What follows belongs to an exercise in optimizing a design on an open flow for small area; a production flow would make more cautious choices. RTL that was checked went through simulation tests only; none was proved equivalent to the original. Function not checked in runs 2 and 3: the RTL went through the layout flow alone. Power and IR drop assume default switching activity.

--- flow/run.sh ---
#!/bin/bash
# Standard layout with: plain buffers on the ports (every port still gets its
# own buffer), a clock tree with larger sink clusters and no dummy loads,
# and abc run with
# flow/abc.script (see flow/synth.tcl).
set -e
export BUFFER_PORTS_ARGS="-buffer_cell sky130_fd_sc_hd__buf_2"
export CTS_ARGS="-sink_clustering_enable -repair_clock_nets -sink_clustering_size 26 -sink_clustering_max_diameter 100 -sink_buffer_max_cap_derate 1.0 -buf_list sky130_fd_sc_hd__clkbuf_16 -dont_use_dummy_load"
export FLOW_ABC_SCRIPT=$PWD/flow/abc.script
bash standard.sh SYNTH_SCRIPT=$PWD/flow/synth.tcl finish > standard.log 2>&1
--- flow/abc.script ---
&get -n
&st
&dch
&nf -R 1000
&st
&syn2
&if -g -K 6
&synch2
&nf -R 1000
&st
&syn2
&if -g -K 6
&synch2
&nf -R 1000
&st
&syn2
&if -g -K 6
&synch2
&nf -R 1000
&st
&syn2
&if -g -K 6
&synch2
&nf -R 1000
&st
&syn2
&if -g -K 6
&synch2
&nf -R 1000
&put
topo
stime -c
--- flow/synth.tcl ---
# The standard synthesis (synth_recipe.tcl), with one change: abc maps
# with flow/abc.script instead of ORFS's speed script. Registers are mapped
# before abc, so they are the same as the standard synthesis's.
proc synth {args} { yosys synth -nofsm -noshare {*}$args }
proc abc {args} {
  set i [lsearch -exact $args -script]
  if {$i >= 0} { set args [lreplace $args [expr {$i+1}] [expr {$i+1}] $::env(FLOW_ABC_SCRIPT)] }
  yosys abc {*}$args
}
source $::env(SCRIPTS_DIR)/synth.tcl
# left out here: clear keep_hierarchy, flatten, clean up, hide names made inside functions, write 1_2_yosys.v
--- standard.sh ---
#!/bin/bash
# synth_recipe.tcl (not shown) runs the flow's synth.tcl, then flattens the netlist and writes it again
# the make line also repeats each setting of config.mk as NAME=value (left out here)
make -C /OpenROAD-flow-scripts/flow DESIGN_CONFIG=/design/flow/config.mk WORK_HOME=/design/flow/orfs CLKGATE_MAP_FILE= SYNTH_SCRIPT=/design/flow/synth_recipe.tcl "${@:-finish}"
--- config.mk ---
export PLATFORM = sky130hd
export DESIGN_NAME = misp_cpu_top
export DESIGN_NICKNAME = misp_cpu_top
export VERILOG_FILES = /design/flow/design.v
export SDC_FILE = /design/flow/constraint.sdc
export NUM_CORES = 8
export LEC_CHECK = 0
export CAP_MARGIN = 20
export CORE_MARGIN = 2
export CORE_UTILIZATION = 55
export SETUP_SLACK_MARGIN = 0.2
export SLEW_MARGIN = 20
export SYNTH_HIERARCHICAL = 1
--- constraint.sdc ---
create_clock -name core_clock -period 11.0 [get_ports {clk}]
set_input_delay 2.2000 -clock core_clock [delete_from_list [all_inputs] [get_ports {clk}]]
set_output_delay 2.2000 -clock core_clock [all_outputs]
set_load 0.01 [all_outputs]
--- design.v ---
`timescale 1ns / 1ps
`timescale 1ns / 1ps
module mips32_adder (
    input  [31:0] g,
    input  [31:0] p,
    input         cin,
    output [32:0] c
);
assign c[0] = cin;
genvar i;
generate
    for (i = 0; i < 32; i = i + 1) begin : ch
        assign c[i+1] = g[i] | (p[i] & c[i]);
    end
endgenerate
endmodule
`timescale 1ns / 1ps
`timescale 1ns / 1ps
`timescale 1ns / 1ps
`timescale 1ns / 1ps
`timescale 1ns / 1ps
`timescale 1ns / 1ps
module regfile_aoi3 (
    input  [2:0] s,
    input  [2:0] d,
    output       y
);
assign y = ~|(s & d);
endmodule
module regfile_rbit (
    input  [31:1] sel,
    input  [31:1] d,
    output        y
);
wire [10:0] n;
genvar j;
generate
    for (j = 0; j < 10; j = j + 1) begin : g
        regfile_aoi3 a (.s(sel[3*j+3:3*j+1]), .d(d[3*j+3:3*j+1]), .y(n[j]));
    end
endgenerate
assign n[10] = ~(sel[31] & d[31]);
assign y = ~&n;
endmodule
module register_mips32 (
    input         clk,
    input  [4:0]  ra1,
    input  [4:0]  ra2,
    input  [4:0]  wa,
    input         we,
    input  [31:0] wd,
    output [31:0] rd1,
    output [31:0] rd2
);
reg  [31:0] data [31:1];
wire [31:1] s1, s2;
genvar k, b;
generate
    for (k = 1; k < 32; k = k + 1) begin : r
        always @(posedge clk)
            if (we && wa == k)
                data[k] <= wd;
        assign s1[k] = (ra1 == k);
        assign s2[k] = (ra2 == k);
    end
    for (b = 0; b < 32; b = b + 1) begin : c
        wire [31:1] col;
        for (k = 1; k < 32; k = k + 1) begin : e
            assign col[k] = data[k][b];
        end
        regfile_rbit p1 (.sel(s1), .d(col), .y(rd1[b]));
        regfile_rbit p2 (.sel(s2), .d(col), .y(rd2[b]));
    end
endgenerate
endmodule
`timescale 1ns / 1ps
module misp_cpu_top (
    input clk,
    input reset,
    output [31:0] outp,
    output [31:0] pc_p,
    input  [31:0] instr,
    output [31:0] dmem_addr,
    output [31:0] dmem_wdata,
    output        dmem_we,
    input  [31:0] dmem_rdata
);
wire [31:0] IR = instr;
wire [5:0] op = IR[31:26];
wire [5:0] fn = IR[5:0];
reg  [29:0] W;
wire [29:0] W_next;
always @(posedge clk or posedge reset)
    if (reset)
        W <= 30'd0;
    else
        W <= W_next;
assign pc_p = {W, 2'b00};
wire op_R   = ~op[5] & ~op[3] & ~op[2] & ~op[1] & ~op[0];    
wire op_imm = ~op[5] & ~op[4] & op[3];                       
wire op_clz = op[4] & ~op[0];                                
wire is_se  = op[4] & op[0];                                 
wire op_lui = op_imm & op[2] & op[1] & op[0];                
wire r_sum = fn[5] & ~fn[3] & ~fn[2];     
wire r_log = fn[5] & ~fn[3] &  fn[2];     
wire r_slt = fn[5] &  fn[3];              
wire b_rt  = ~op[3] & ~op[5];
wire b_imm = (op_imm & ~op_lui) | op[5];
wire b_lui = op_lui;
wire inv = op_R   ? (fn[1] & ~fn[2]) :
           op_imm ? (op[1] & ~op[2]) :
           (op_clz & fn[0]);
wire uns = op_R ? fn[0] : op[0];
wire k_sum = (op_R & r_sum) | (op_imm & ~op[2] & ~op[1]);
wire k_slt = (op_R & r_slt) | (op_imm & ~op[2] &  op[1]);
wire k_log = (op_R & r_log) | (op_imm & op[2]);
wire k_sh  = (op_R & ~fn[5]) | is_se;
wire k_clz = op_clz;
wire k_ld  = op[5];
wire [1:0] lf = op_R ? fn[1:0] : op[1:0];
wire lf_nor = op_R & lf[1] & lf[0];
wire wen_base = op[5] ? ~op[3] : (op[3] | (op[2:0] == 3'b000));
wire ovf_chk  = (op_R & fn[5] & ~fn[3] & ~fn[2] & ~fn[0]) |
                (op_imm & ~op[2] & ~op[1] & ~op[0]);
wire wa_rd    = op[4] | ~(op[3] | op[5]);
wire is_j  = ~op[5] & ~op[3] & ~op[2] & op[1];
wire is_br = ~op[5] & ~op[3] & (op[2] | op[0]);
wire [31:0] A, T, res;
wire ovf;
register_mips32 regfile (
    .clk(clk),
    .ra1(IR[25:21]),
    .ra2(IR[20:16]),
    .wa(wa_rd ? IR[15:11] : IR[20:16]),
    .we(wen_base & ~(ovf_chk & ovf)),
    .wd(res),
    .rd1(A),
    .rd2(T)
);
wire [31:0] B = ({32{b_rt}} & T) |
                ({32{b_imm}} & {{16{IR[15]}}, IR[15:0]}) |
                ({32{b_lui}} & {IR[15:0], 16'd0});
wire [31:0] Bx = B ^ {32{inv}};
wire [31:0] p = A ^ Bx;
wire [31:0] g = A & Bx;
genvar i;
wire [32:0] c;
mips32_adder add (
    .g(g),
    .p(p),
    .cin(inv),
    .c(c)
);
wire [31:0] sum = p ^ c[31:0];
wire [31:0] o = p | g;
wire [31:0] logic_out = (lf == 2'b00) ? g :
                        (lf == 2'b10) ? p :
                        (o ^ {32{lf_nor}});
wire less = p[31] ? ~c[31] : (A[31] ^ uns);
assign ovf = ~p[31] & (c[31] ^ A[31]);
wire [15:0] z1, c1;
generate
    for (i = 0; i < 16; i = i + 1) begin : lz1
        assign z1[i] = ~p[2*i+1] & ~p[2*i];
        assign c1[i] = ~p[2*i+1];
    end
endgenerate
wire [7:0] z2;
wire [15:0] c2;
generate
    for (i = 0; i < 8; i = i + 1) begin : lz2
        assign z2[i] = z1[2*i+1] & z1[2*i];
        assign c2[2*i+1:2*i] = z1[2*i+1] ? {1'b1, c1[2*i]} : {1'b0, c1[2*i+1]};
    end
endgenerate
wire [3:0] z3;
wire [11:0] c3;
generate
    for (i = 0; i < 4; i = i + 1) begin : lz3
        assign z3[i] = z2[2*i+1] & z2[2*i];
        assign c3[3*i+2:3*i] = z2[2*i+1] ? {1'b1, c2[4*i+1:4*i]} : {1'b0, c2[4*i+3:4*i+2]};
    end
endgenerate
wire [1:0] z4;
wire [7:0] c4;
generate
    for (i = 0; i < 2; i = i + 1) begin : lz4
        assign z4[i] = z3[2*i+1] & z3[2*i];
        assign c4[4*i+3:4*i] = z3[2*i+1] ? {1'b1, c3[6*i+2:6*i]} : {1'b0, c3[6*i+5:6*i+3]};
    end
endgenerate
wire z5 = z4[1] & z4[0];
wire [4:0] c5 = z4[1] ? {1'b1, c4[3:0]} : {1'b0, c4[7:4]};
wire [5:0] cnt = {z5, c5 & {5{~z5}}};
wire eq = z5;
wire sh_var = fn[2];
wire left   = ~fn[1] & ~op[4];
wire arith  = fn[0];
wire rotf   = fn[1] & ~fn[0] & (fn[2] ? IR[6] : IR[21]);
wire [4:0] sh = sh_var ? A[4:0] : IR[10:6];
wire [4:0] sh_r = left ? (5'd0 - sh) : sh;
wire [4:0] ra = is_se ? 5'd0 : sh_r;
wire [4:0] mask_t = ~(sh ^ {1'b0, is_se, 3'b000});
wire fill = arith ? T[31] : is_se & (IR[9] ? T[15] : T[7]);
wire [31:0] s0 = ra[0] ? {T[0],     T[31:1]}   : T;
wire [31:0] s1 = ra[1] ? {s0[1:0],  s0[31:2]}  : s0;
wire [31:0] s2 = ra[2] ? {s1[3:0],  s1[31:4]}  : s1;
wire [31:0] s3 = ra[3] ? {s2[7:0],  s2[31:8]}  : s2;
wire [31:0] s4 = ra[4] ? {s3[15:0], s3[31:16]} : s3;
wire [31:0] tm, sh_out;
generate
    for (i = 0; i < 32; i = i + 1) begin : msk
        assign tm[i] = (i <= mask_t);
    end
    for (i = 0; i < 32; i = i + 1) begin : sho
        wire keep = rotf | (left ? tm[31-i] : tm[i]);
        assign sh_out[i] = keep ? s4[i] : fill;
    end
endgenerate
assign res = ({32{k_sum}} & sum) |
             ({32{k_log}} & logic_out) |
             ({32{k_sh}}  & sh_out) |
             ({32{k_ld}}  & dmem_rdata) |
             {26'd0, {6{k_clz}} & cnt} |
             {31'd0, k_slt & less};
wire sign = A[31];
wire cond = op[2] ? ((op[1] ? (sign | eq) : eq) ^ op[0]) : (sign ^ IR[16]);
wire taken = is_br & cond;
wire sx = ~op[2] & IR[15];
wire [16:0] inc_lo = {1'b0, W[15:0]} + 17'd1;
wire [16:0] tgt_lo = {1'b0, W[15:0]} + {1'b0, IR[15:0]} + 17'd1;
wire up = taken ? (tgt_lo[16] & ~sx) : inc_lo[16];
wire dn = taken & ~tgt_lo[16] & sx;
wire [13:0] w_hi = W[29:16];
wire [14:0] hc;
assign hc[0] = up | dn;
generate
    for (i = 0; i < 14; i = i + 1) begin : hic
        assign hc[i+1] = (w_hi[i] ^ dn) & hc[i];
    end
endgenerate
wire [13:0] n_hi = w_hi ^ hc[13:0];
assign W_next = is_j  ? {W[29:26], IR[25:0]} :
                {n_hi, taken ? tgt_lo[15:0] : inc_lo[15:0]};
assign outp = res;
assign dmem_addr = sum;
assign dmem_wdata = T;
assign dmem_we = op[5] & op[3];
endmodule
==> impl_metrics.csv, run 1 <==
group,metric,value,unit
global_route,grt_pass1_wl,287000,um
timing,slew_violations,0,
global_route,overflow,0,
place,place_inst,4873,
floorplan,core_area,86500,um2
route,ant_nets,0,
critical_path,worstSetupEndpointType,"primary output",
critical_path,timing.rr.end,"regfile.data[12][11]",
clock_tree,path_clk_slew,0.10,ns
global_route,antenna_found_initial,9,
clock_tree,cts_tree,"yes",
critical_path,cp_slowest_cell,"a2111o_1",
timing,fin_skew,0.110,ns
critical_path,crit_cells,28,
critical_path,crit_arrival,8.64,ns
outcome,status,"finished clean",
floorplan,rows,108,
flow_run,drv_cap,0,
floorplan,io_pins,195,
timing,relSlewSlack,0.168,
power_and_ir_drop,p_comb_frac,0.285,
place,gp_congestion,1.04,
timing,hold_viol_final,0,
critical_path,path_max_fanout,29,
hold_path,hold_path_end,"W[29]",
cells_and_area,layout_common_cells,"edfxtp_1, a222oi_1, buf_4",
hold_path,min_from,"W[29]",
power_and_ir_drop,finalPower,9160,uW
route,vias_per_cell,8.17,
timing,max_freq,92.2,MHz
critical_path,timing.rr.start,"regfile.data[21][18]",
yosys,synth.cell_area,47900,um2
cells_and_area,area_growth,14.3,%
route,drtPass1Iterations,14,
timing,worst_pin_slew,1.24,ns
power_and_ir_drop,p_leak,0.0187,uW
route,vias,40600,
power_and_ir_drop,switching_share,0.331,
timing,rsz0062_at_grt,"yes",
critical_path,r2r_setup_slack,3.29,ns
critical_path,reg2regPathDepth,27,
power_and_ir_drop,pwr-share-clk,0.207,
power_and_ir_drop,pwr-share-seq,0.509,
cells_and_area,final_nets,3960,
clock_tree,clkLatencyLatePin,0.67,ns
floorplan,die_w,299,um
place,dp_hpwl,138000,um
yosys,ys_warn_count,9,
power_and_ir_drop,vdd_drop_max,0.175,mV
timing,post-route-min-period,10.84,ns
route,drtIter0Drc,11200,
timing,timing.final.crit_share,0.986,
clock_tree,clockRootBuffer,"clkbuf_16",
cells_and_area,fin_cells,4973,
clock_tree,clkSinkCount,1022,
cells_and_area,drive_above_1_share,0.175,
critical_path,cpPeakStageDelay,0.74,ns
power_and_ir_drop,power_density,167,nW/um2
hold_path,hold_depth,1,
critical_path,cp-start-kind,"input port",
global_route,grt_max_degree,55,
clock_tree,cts_max_path_buffers,3,
yosys,syn-instance-count,3283,
critical_path,critical_path_buf_inv_count,7,
clock_tree,cts_buffers,46,
global_route,grt_pass1_vias,37600,
global_route,grt_util_all_layers,0.454,
power_and_ir_drop,p_int,6120,uW
route,routed_wl,210000,um
critical_path,crit_family,"compound AO/OA/AOI/OAI gates",
timing,setup_viol,0,
route,wl_per_cell,42.2,um
clock_tree,cts_hold_buf,0,
cells_and_area,final_common_cell,"edfxtp_1",
power_and_ir_drop,switchingPower,3030,uW
timing,setup_slack,0.156,ns
hold_path,worstHoldPathType,"flip-flop to flip-flop",
critical_path,critPathKind,"input port to primary output",
floorplan,die_area,89500,um2
critical_path,cp.required,8.80,ns
floorplan,die_y,299,um
place,dp_slack,-0.207,ns
place,io_buffers,192,
clock_tree,h-tree-depth,2,
route,drc,0,
floorplan,start_util,0.554,
yosys,synth_area_per_cell,14.6,um2
## repair_timing
item,in CTS,in global routing
gates cloned,4,1
resized for setup,19,66
pin swaps,13,56
buffers inserted,10,27
setup endpoints to repair,7,11
## metal layers
layer,vias to the layer above,share of wire,track usage
li1,15900,-,-
met4,4,0.076,0.260
met1,19700,0.33,0.581
met5,-,0.000086,0
met3,712,0.17,0.159
met2,4308,0.43,0.672
## per-stage QoR
| step | area (um2) | hold slack, ns | TNS (ns) | utilization |
|---|---|---|---|---|
| after detailed placement | 52900 | 0.482 | -0.437 | 0.612 |
| after floorplan | 47900 | 0.504 | 0 | - |
| after global routing | 54700 | 0.519 | 0 | 0.633 |
| after global placement | 52900 | 0.451 | -0.0941 | 0.612 |
| final | 54800 | 0.497 | 0 | 0.633 |
| after CTS | 54300 | 0.500 | 0 | 0.627 |
## sequential cells by signal (all words and copies together), names as in the netlist
name and flops:
regfile.data 992, W 30
## power by group through the flow
stage          clock, uW  combinational (uW)  sequential (uW)
4_1_cts             1880                2450             4650
3_5_place_dp           0                2430             4740
6_report            1890                2610             4660
3_3_place_gp           0                2390             4730
2_1_floorplan          0                1260             4750
5_1_grt             2010                2700             4670
## worst max-delay path by stage
stage | from | endpoint | slack, ns
3_5_place_dp | instr[16] | outp[31] | -0.21
4_1_cts | instr[16] | outp[31] | 0.26
2_1_floorplan | instr[29] | outp[31] | 0.25
3_3_place_gp | instr[16] | outp[31] | -0.09
6_report | instr[17] | outp[27] | 0.16
5_1_grt | instr[17] | outp[31] | 0.17
## worst register-to-register path, cell delays in order, from the launching register on
cell and delay, ns:
edfxtp_1 0.40, a222oi_1 0.40, nand4_1 0.54, a2111o_1 0.74
a221o_1 0.45, xnor2_2 0.17, clkinv_1 0.10, ha_2 0.39
o21ai_1 0.08, nand2b_1 0.11, o21ai_2 0.08, nor2_1 0.10
nand4_1 0.13, o311ai_2 0.12, a41o_1 0.31, nand2_1 0.12
o21ai_2 0.20, a21o_1 0.17, a21o_1 0.15, a21o_1 0.19
xnor2_1 0.14, nor3_1 0.07, nor3_1 0.21, buf_4 0.22
nor2b_1 0.28, nand3_1 0.41, nor2_4 0.70, buf_4 0.37
## layout make-up
| class | instances | area, um2 |
|---|---|---|
| tap | 1155 | 1450 |
| timing repair buffer | 476 | 3390 |
| antenna | 11 | 27.5 |
| multi-input combinational | 2181 | 17900 |
| inverter | 82 | 308 |
| sequential | 1022 | 30500 |
| fill | 6383 | 31700 |
| clock buffer | 46 | 1150 |
==> inputs of run 2 (changes only) <==
--- a/design.v
+++ b/design.v
@@ -42,4 +42,25 @@
 assign n[10] = ~(sel[31] & d[31]);
 assign y = ~&n;
+endmodule
+module regfile_rgroup (
+    input  [3:0]   hn,
+    input  [7:0]   ln,
+    input  [247:0] d,       
+    output [7:0]   y
+);
+wire [31:1] sel;
+genvar k, b;
+generate
+    for (k = 1; k < 32; k = k + 1) begin : s
+        assign sel[k] = ~(hn[k/8] | ln[k%8]);
+    end
+    for (b = 0; b < 8; b = b + 1) begin : c
+        wire [31:1] col;
+        for (k = 1; k < 32; k = k + 1) begin : e
+            assign col[k] = d[8*(k-1)+b];
+        end
+        regfile_rbit r (.sel(sel), .d(col), .y(y[b]));
+    end
+endgenerate
 endmodule
 module register_mips32 (
@@ -54,6 +75,5 @@
 );
 reg  [31:0] data [31:1];
-wire [31:1] s1, s2;
-genvar k, b;
+genvar k, q, j;
 generate
     for (k = 1; k < 32; k = k + 1) begin : r
@@ -61,14 +81,24 @@
             if (we && wa == k)
                 data[k] <= wd;
-        assign s1[k] = (ra1 == k);
-        assign s2[k] = (ra2 == k);
-    end
-    for (b = 0; b < 32; b = b + 1) begin : c
-        wire [31:1] col;
+    end
+endgenerate
+wire [3:0] hn1, hn2;
+wire [7:0] ln1, ln2;
+generate
+    for (j = 0; j < 4; j = j + 1) begin : ph
+        assign hn1[j] = ~(ra1[4:3] == j);
+        assign hn2[j] = ~(ra2[4:3] == j);
+    end
+    for (j = 0; j < 8; j = j + 1) begin : pl
+        assign ln1[j] = ~(ra1[2:0] == j);
+        assign ln2[j] = ~(ra2[2:0] == j);
+    end
+    for (q = 0; q < 4; q = q + 1) begin : grp
+        wire [247:0] dq;
         for (k = 1; k < 32; k = k + 1) begin : e
-            assign col[k] = data[k][b];
+            assign dq[8*(k-1)+7:8*(k-1)] = data[k][8*q+7:8*q];
         end
-        regfile_rbit p1 (.sel(s1), .d(col), .y(rd1[b]));
-        regfile_rbit p2 (.sel(s2), .d(col), .y(rd2[b]));
+        regfile_rgroup p1 (.hn(hn1), .ln(ln1), .d(dq), .y(rd1[8*q+7:8*q]));
+        regfile_rgroup p2 (.hn(hn2), .ln(ln2), .d(dq), .y(rd2[8*q+7:8*q]));
     end
 endgenerate
==> flow/run.sh (replaced) <==
#!/bin/bash
# Standard layout with: plain buffers on the ports (every port still gets its
# own buffer), and a clock tree with larger sink clusters and no dummy loads.
set -e
export BUFFER_PORTS_ARGS="-buffer_cell sky130_fd_sc_hd__buf_2"
export CTS_ARGS="-sink_clustering_enable -repair_clock_nets -sink_clustering_size 26 -sink_clustering_max_diameter 100 -sink_buffer_max_cap_derate 1.0 -buf_list sky130_fd_sc_hd__clkbuf_16 -dont_use_dummy_load"
bash standard.sh > standard.log 2>&1
removed: flow/abc.script
removed: flow/synth.tcl
==> impl_metrics.csv, run 2 <==
group,metric,value,unit
yosys,synth_area_per_cell,13.4,um2
timing,hold_viol_final,0,
place,gp_congestion,1.06,
critical_path,critPathKind,"input port to primary output",
clock_tree,cts_buffers,46,
place,place_inst,5208,
critical_path,crit_arrival,8.63,ns
power_and_ir_drop,p_comb_frac,0.292,
floorplan,start_util,0.553,
clock_tree,cts_tree,"yes",
timing,fin_hold_ws,0.480,ns
flow_run,drv_cap,0,
timing,timing.final.crit_share,0.985,
critical_path,path_max_fanout,16,
place,io_buffers,192,
cells_and_area,area_growth,10.2,%
floorplan,die_y,307,um
cells_and_area,final_common_cell,"edfxtp_1",
hold_path,hold_depth,1,
global_route,overflow,0,
timing,slew_violations,0,
power_and_ir_drop,pwr-share-clk,0.207,
critical_path,cp-start-kind,"input port",
critical_path,reg2regPathDepth,22,
route,routed_wl,215000,um
route,vias,43500,
global_route,grt_pass1_wl,296000,um
power_and_ir_drop,switchingPower,3130,uW
cells_and_area,drive_above_1_share,0.138,
place,place_area,54400,um2
timing,relSlewSlack,0.225,
route,wl_per_cell,40.8,um
cells_and_area,largest_reg_flops,992,
route,drtIter0Drc,12000,
yosys,ys_warn_count,9,
floorplan,io_pins,195,
clock_tree,clkSinkCount,1022,
floorplan,die_area,94300,um2
timing,max_freq,92.3,MHz
route,vias_per_cell,8.26,
floorplan,die_w,307,um
clock_tree,cts_hold_buf,0,
route,ant_nets,0,
route,drtPass1Iterations,14,
clock_tree,h-tree-depth,2,
power_and_ir_drop,pwr-share-seq,0.501,
global_route,grt_pass1_vias,40200,
power_and_ir_drop,switching_share,0.338,
power_and_ir_drop,p_leak,0.0188,uW
outcome,status,"finished clean",
cells_and_area,finalInstanceArea,55700,um2
floorplan,core_area,91400,um2
floorplan,rows,111,
power_and_ir_drop,power_density,167,nW/um2
cells_and_area,fin_cells,5261,
route,drc,0,
global_route,grt_max_degree,60,
global_route,grt_util_all_layers,0.442,
yosys,synth.cell_area,50500,um2
cells_and_area,max_flop_register,"regfile.data",
clock_tree,clockRootBuffer,"clkbuf_16",
timing,worst_pin_slew,1.16,ns
yosys,syn-instance-count,3784,
timing,fin_skew,0.0949,ns
cells_and_area,biggestRegsByFlops,"regfile.data (992), W (30)",
power_and_ir_drop,vdd_drop_max,0.158,mV
hold_path,worstHoldPathType,"flip-flop to flip-flop",
timing,setup_viol,0,
power_and_ir_drop,p_int,6140,uW
cells_and_area,final_nets,4224,
timing,post-route-min-period,10.83,ns
clock_tree,clkLatencyLatePin,0.70,ns
critical_path,cp.required,8.80,ns
place,dp_hpwl,156000,um
timing,finalSetupTns,0,ns
clock_tree,path_clk_slew,0.10,ns
global_route,antenna_found_initial,16,
critical_path,worstSetupEndpointType,"primary output",
clock_tree,cts_max_path_buffers,3,
timing,rsz0062_at_grt,"no",
cells_and_area,layout_common_cells,"edfxtp_1, a222oi_1, nor2_1",
-- run 2: per-stage QoR --
| stage | setup slack, ns | utilization | total power [uW] |
|---|---|---|---|
| after floorplan | 0.722 | - | 6140 |
| after global placement | 0.239 | 0.596 | 7260 |
| after detailed placement | 0.134 | 0.596 | 7310 |
| after CTS | 0.259 | 0.608 | 9140 |
| after global routing | 0.213 | 0.609 | 9500 |
| final | 0.170 | 0.609 | 9270 |
-- run 2: path summary, 6_finish.rpt --
check	slack (ns)	endpoint	start
worst min register to register	0.48	W[29]	W[29]
worst min-delay path	0.48	W[29]	W[29]
max in group asynchronous	9.11	W[25]	reset
worst max register to register	3.36	regfile.data[2][19]	regfile.data[25][3]
worst max-delay path	0.17	outp[31]	instr[16]
min in group asynchronous	1.58	W[9]	reset
-- run 2: worst max-delay path, stage by stage --
cell and delay, ns:
buf_2 0.21, or3b_1 0.20, buf_12 0.27, nor2_1 0.21, a222oi_1 0.70, nand4_1 0.16, a2111o_1 0.46, a22o_1 0.25
xnor2_1 0.22, inv_1 0.08, ha_1 0.39, o21a_1 0.25, o2111a_1 0.26, a21oi_2 0.31, o211ai_2 0.16, a41o_1 0.29
a221o_1 0.40, a31o_1 0.28, a21o_1 0.24, xor2_1 0.17, a222oi_1 0.31, o211ai_1 0.35, buf_2 0.26
-- run 2: power by group through the flow --
stage	combinational, uW	clock, uW	sequential (uW)
after global placement	2540	0	4720
after CTS	2590	1910	4640
final	2700	1920	4650
after detailed placement	2580	0	4730
after global routing	2810	2030	4660
after floorplan	1400	0	4730
-- run 2: layout make-up --
class	count	area, um2
clock buffer	46	1150
fill	6988	35700
multi-input combinational	2489	19200
inverter	121	454
tap	1186	1480
sequential	1022	30500
antenna	4	10.0
timing repair buffer	393	2890
-- run 2: what timing repair did --
item,4_1_cts,5_1_grt
endpoints found under the setup margin,1,2
gates resized for setup,1,9
setup buffers,0,2
pin swaps,0,12
-- run 2: metal layers --
metal  up-vias  GRT usage  share of wire
li1      17100          -              -
met1     21200      0.570           0.34
met2      4367      0.648           0.42
met3       810      0.145           0.16
met4        12      0.274          0.080
met5         -          0        0.00030
==> inputs of run 3 (changes only) <==
--- a/design.v
+++ b/design.v
@@ -7,11 +7,88 @@
     output [32:0] c
 );
-assign c[0] = cin;
+wire [31:0] G0 = {g[31:1], g[0] | (p[0] & cin)};
+wire [31:0] P0 = p;
+wire [31:0] G1, P1, G2, P2, G3, P3, G4, P4, G5, P5;
 genvar i;
 generate
-    for (i = 0; i < 32; i = i + 1) begin : ch
-        assign c[i+1] = g[i] | (p[i] & c[i]);
+    for (i = 0; i < 32; i = i + 1) begin : up
+        if (i % 2 == 1) begin
+            assign G1[i] = G0[i] | (P0[i] & G0[i-1]);
+            assign P1[i] = P0[i] & P0[i-1];
+        end else begin
+            assign G1[i] = G0[i]; assign P1[i] = P0[i];
+        end
+        if (i % 4 == 3) begin
+            assign G2[i] = G1[i] | (P1[i] & G1[i-2]);
+            assign P2[i] = P1[i] & P1[i-2];
+        end else begin
+            assign G2[i] = G1[i]; assign P2[i] = P1[i];
+        end
+        if (i % 8 == 7) begin
+            assign G3[i] = G2[i] | (P2[i] & G2[i-4]);
+            assign P3[i] = P2[i] & P2[i-4];
+        end else begin
+            assign G3[i] = G2[i]; assign P3[i] = P2[i];
+        end
+        if (i % 16 == 15) begin
+            assign G4[i] = G3[i] | (P3[i] & G3[i-8]);
+            assign P4[i] = P3[i] & P3[i-8];
+        end else begin
+            assign G4[i] = G3[i]; assign P4[i] = P3[i];
+        end
+        if (i == 31) begin
+            assign G5[i] = G4[i] | (P4[i] & G4[i-16]);
+            assign P5[i] = P4[i] & P4[i-16];
+        end else begin
+            assign G5[i] = G4[i]; assign P5[i] = P4[i];
+        end
+    end
+endgenerate
+wire [31:0] D4, D3, D2, D1, H;
+generate
+    for (i = 0; i < 32; i = i + 1) begin : dn
+        if (i % 16 == 7 && i > 16) begin
+            assign D4[i] = G5[i] | (P5[i] & G5[i-8]);
+        end else if (i == 23) begin
+            assign D4[i] = G5[i] | (P5[i] & G5[15]);
+        end else begin
+            assign D4[i] = G5[i];
+        end
+    end
+endgenerate
+generate
+    for (i = 0; i < 32; i = i + 1) begin : d3
+        if (i % 8 == 3 && i > 8) begin
+            assign D3[i] = D4[i] | (P3[i] & D4[i-4]);
+        end else begin
+            assign D3[i] = D4[i];
+        end
+    end
+    for (i = 0; i < 32; i = i + 1) begin : d2
+        if (i % 4 == 1 && i > 4) begin
+            assign D2[i] = D3[i] | (P2[i] & D3[i-2]);
+        end else begin
+            assign D2[i] = D3[i];
+        end
+    end
+    for (i = 0; i < 32; i = i + 1) begin : d1
+        if (i % 2 == 0 && i > 0) begin
+            assign D1[i] = D2[i] | (P0[i] & D2[i-1]);
+        end else begin
+            assign D1[i] = D2[i];
+        end
     end
 endgenerate
+assign H = D1;
+assign c = {H, cin};
+endmodule
+module mips32_adder_pg (
+    input  a,
+    input  b,
+    output p,
+    output g
+);
+assign p = a ^ b;
+assign g = a & b;
 endmodule
 `timescale 1ns / 1ps
@@ -43,25 +120,4 @@
 assign y = ~&n;
 endmodule
-module regfile_rgroup (
-    input  [3:0]   hn,
-    input  [7:0]   ln,
-    input  [247:0] d,       
-    output [7:0]   y
-);
-wire [31:1] sel;
-genvar k, b;
-generate
-    for (k = 1; k < 32; k = k + 1) begin : s
-        assign sel[k] = ~(hn[k/8] | ln[k%8]);
-    end
-    for (b = 0; b < 8; b = b + 1) begin : c
-        wire [31:1] col;
-        for (k = 1; k < 32; k = k + 1) begin : e
-            assign col[k] = d[8*(k-1)+b];
-        end
-        regfile_rbit r (.sel(sel), .d(col), .y(y[b]));
-    end
-endgenerate
-endmodule
 module register_mips32 (
     input         clk,
@@ -75,5 +131,6 @@
 );
 reg  [31:0] data [31:1];
-genvar k, q, j;
+wire [31:1] s1, s2;
+genvar k, b;
 generate
     for (k = 1; k < 32; k = k + 1) begin : r
@@ -81,24 +138,14 @@
             if (we && wa == k)
                 data[k] <= wd;
+        assign s1[k] = (ra1 == k);
+        assign s2[k] = (ra2 == k);
     end
-endgenerate
-wire [3:0] hn1, hn2;
-wire [7:0] ln1, ln2;
-generate
-    for (j = 0; j < 4; j = j + 1) begin : ph
-        assign hn1[j] = ~(ra1[4:3] == j);
-        assign hn2[j] = ~(ra2[4:3] == j);
-    end
-    for (j = 0; j < 8; j = j + 1) begin : pl
-        assign ln1[j] = ~(ra1[2:0] == j);
-        assign ln2[j] = ~(ra2[2:0] == j);
-    end
-    for (q = 0; q < 4; q = q + 1) begin : grp
-        wire [247:0] dq;
+    for (b = 0; b < 32; b = b + 1) begin : c
+        wire [31:1] col;
         for (k = 1; k < 32; k = k + 1) begin : e
-            assign dq[8*(k-1)+7:8*(k-1)] = data[k][8*q+7:8*q];
+            assign col[k] = data[k][b];
         end
-        regfile_rgroup p1 (.hn(hn1), .ln(ln1), .d(dq), .y(rd1[8*q+7:8*q]));
-        regfile_rgroup p2 (.hn(hn2), .ln(ln2), .d(dq), .y(rd2[8*q+7:8*q]));
+        regfile_rbit p1 (.sel(s1), .d(col), .y(rd1[b]));
+        regfile_rbit p2 (.sel(s2), .d(col), .y(rd2[b]));
     end
 endgenerate
@@ -171,8 +218,12 @@
                 ({32{b_imm}} & {{16{IR[15]}}, IR[15:0]}) |
                 ({32{b_lui}} & {IR[15:0], 16'd0});
-wire [31:0] Bx = B ^ {32{inv}};
-wire [31:0] p = A ^ Bx;
-wire [31:0] g = A & Bx;
 genvar i;
+wire [31:0] Bx = B ^ {32{inv}};
+wire [31:0] p, g;
+generate
+    for (i = 0; i < 32; i = i + 1) begin : pgen
+        mips32_adder_pg pg (.a(A[i]), .b(Bx[i]), .p(p[i]), .g(g[i]));
+    end
+endgenerate
 wire [32:0] c;
 mips32_adder add (
==> impl_metrics.csv, run 3 <==
group,metric,value,unit
outcome,status,"finished clean",
critical_path,path_max_fanout,19,
floorplan,die_area,91600,um2
cells_and_area,n_antenna_cell,0,
floorplan,rows,109,
power_and_ir_drop,power_density,167,nW/um2
timing,timing.final.crit_share,0.981,
timing,finalSetupTns,0,ns
route,dr_wl_met3,37500,um
global_route,overflow,0,
yosys,synth.cell_area,49100,um2
critical_path,worstSetupEndpointType,"primary output",
route,wl_met1,70600,um
global_route,antenna_found_initial,11,
hold_path,hold_depth,1,
hold_path,worstHoldPathType,"flip-flop to flip-flop",
timing,fin_skew,0.0914,ns
critical_path,timing.rr.start,"regfile.data[28][17]",
yosys,ys_warn_count,9,
floorplan,die_y,303,um
power_and_ir_drop,p_comb_frac,0.297,
timing,post-route-min-period,10.79,ns
floorplan,die_w,303,um
place,place_area,54600,um2
floorplan,core_area,88400,um2
critical_path,crit_path_start,"instr[19]",
route,dr_wl_met2,90800,um
global_route,grt_max_degree,37,
timing,slew_violations,0,
clock_tree,h-tree-depth,2,
timing,rsz0062_at_grt,"no",
yosys,syn-instance-count,3505,
clock_tree,path_clk_slew,0.10,ns
power_and_ir_drop,pwr-share-clk,0.203,
route,ant_nets,0,
timing,fin_hold_ws,0.490,ns
route,drtPass1Iterations,15,
cells_and_area,layout_common_cells,"edfxtp_1, a222oi_1, buf_4",
global_route,grt_pass1_wl,301000,um
route,top_layer,"met5",
timing,worst_pin_slew,1.27,ns
power_and_ir_drop,p_leak,0.0186,uW
critical_path,crit_arrival,8.59,ns
cells_and_area,max_flop_register,"regfile.data",
critical_path,cp-start-kind,"input port",
cells_and_area,largest_reg_flops,992,
yosys,synth_area_per_cell,14.0,um2
clock_tree,cts_buffers,46,
route,vias,42900,
clock_tree,clkSinkCount,1022,
clock_tree,cts_tree,"yes",
cells_and_area,final_common_cell,"edfxtp_1",
place,place_inst,5043,
cells_and_area,area_growth,14.4,%
power_and_ir_drop,vdd_drop_max,0.184,mV
floorplan,io_pins,195,
route,drtIter0Drc,12700,
timing,hold_viol_final,0,
global_route,grt_pass1_vias,39500,
hold_path,min_from,"W[29]",
power_and_ir_drop,finalPower,9360,uW
power_and_ir_drop,switchingPower,3160,uW
clock_tree,clockRootBuffer,"clkbuf_16",
timing,max_freq,92.7,MHz
cells_and_area,finalInstanceArea,56100,um2
power_and_ir_drop,pwr-share-seq,0.500,
cells_and_area,fin_cells,5111,
route,vias_per_cell,8.40,
place,gp_congestion,1.05,
cells_and_area,drive_above_1_share,0.200,
route,routed_wl,219000,um
power_and_ir_drop,switching_share,0.338,
critical_path,cp.required,8.80,ns
critical_path,critPathKind,"input port to primary output",
route,drc,0,
clock_tree,clkLatencyLatePin,0.66,ns
floorplan,start_util,0.555,
route,wl_per_cell,42.8,um
global_route,grt_util_all_layers,0.466,
timing,relSlewSlack,0.152,
cells_and_area,biggestRegsByFlops,"regfile.data (992), W (30)",
cells_and_area,final_nets,4067,
place,io_buffers,192,
power_and_ir_drop,p_int,6200,uW
timing,setup_viol,0,
place,dp_hpwl,146000,um
flow_run,drv_cap,0,
clock_tree,cts_max_path_buffers,3,
critical_path,reg2regPathDepth,23,
-- run 3: path summary, 6_finish.rpt --
kind                            slack, ns                    to
worst max-delay path                 0.21               outp[2]
worst min-delay path                 0.49                 W[29]
worst max register to register       3.69  regfile.data[15][28]
worst min register to register       0.49                 W[29]
max in group asynchronous            9.06                  W[2]
min in group asynchronous            1.62                 W[18]
-- run 3: stage by stage --
stage	util	worst slack [ns]
floorplan	-	0.624
global placement	0.618	0.0560
detailed placement	0.618	-0.0223
CTS	0.633	0.273
global route	0.635	0.206
finish	0.635	0.212
-- run 3: area by class of cell --
type	instances	area, um2
clock buffer	46	1150
inverter	27	101
multi-input combinational	2344	18900
sequential	1022	30500
timing repair buffer	507	4000
fill	6567	32300
tap	1165	1460
-- run 3: timing repair --
action,4_1_cts,5_1_grt
pin swaps,8,10
hold buffers,0,0
gates resized for setup,11,21
gates cloned,5,0
endpoints found under the setup margin,3,11
buffers inserted,8,7
-- run 3: routing by layer --
metal	global-route usage	vias up
met5	0	-
met4	0.308	18
met3	0.149	914
met2	0.674	4717
met1	0.604	20500
li1	-	16700
-- run 3: power by group through the flow --
stage / Combinational (uW) / Clock, uW / Sequential (uW)
after floorplan: 1370 / 0 / 4780
after global placement: 2600 / 0 / 4760
after detailed placement: 2630 / 0 / 4760
after CTS: 2650 / 1880 / 4680
after global routing: 2870 / 2010 / 4690
final: 2780 / 1900 / 4680
-- run 3: critical path, stage by stage --
cell and delay, ns:
buf_2 0.26, or3b_1 0.54, nor2_4 0.67, buf_12 0.28, a222oi_1 0.13, nand4_1 0.21
a2111o_1 0.54, a221oi_1 0.23, xnor2_1 0.17, ha_1 0.42, nor4_1 0.80, buf_4 0.25
nand4_1 0.11, nand2b_1 0.21, o21ai_0 0.18, a222oi_1 0.14, o21ai_0 0.14, buf_4 0.20
a2111oi_0 0.09, buf_4 0.20, a21oi_4 0.34, buf_2 0.21

afterwards: timing with drivers on the ports:
No port has a modelled driver above. Below, the same layouts with a new extraction and two added sets of constraints.
Step 1: set_driving_cell puts a clkbuf_16 on clk and a buf_2 on each other input, an assumption about the parent block.
Step 2 adds t to the input delays and takes it off the output delays; t is the mean of the earliest and latest rising clock arrival at the registers after step 1. Input paths then give back, and output paths get back, about the clock's delay inside the block.
Three values: ideal, step 1, step 2; two values: the first two.
| run | t, ns | slack for setup (ns) | worst setup path after step 2 |
|---|---|---|---|
| run 1 | 0.688 | 0.156 / 0.114 / 0.114 | input to output |
| run 2 | 0.722 | 0.170 / 0.107 / 0.107 | input to output |
| run 3 | 0.688 | 0.212 / 0.171 / 0.171 | input to output |
After both steps setup and hold are still met in every run listed. The setup slack of run 2, which loses most, moves by -0.063 ns with the drivers and by -0.063 ns with both steps.
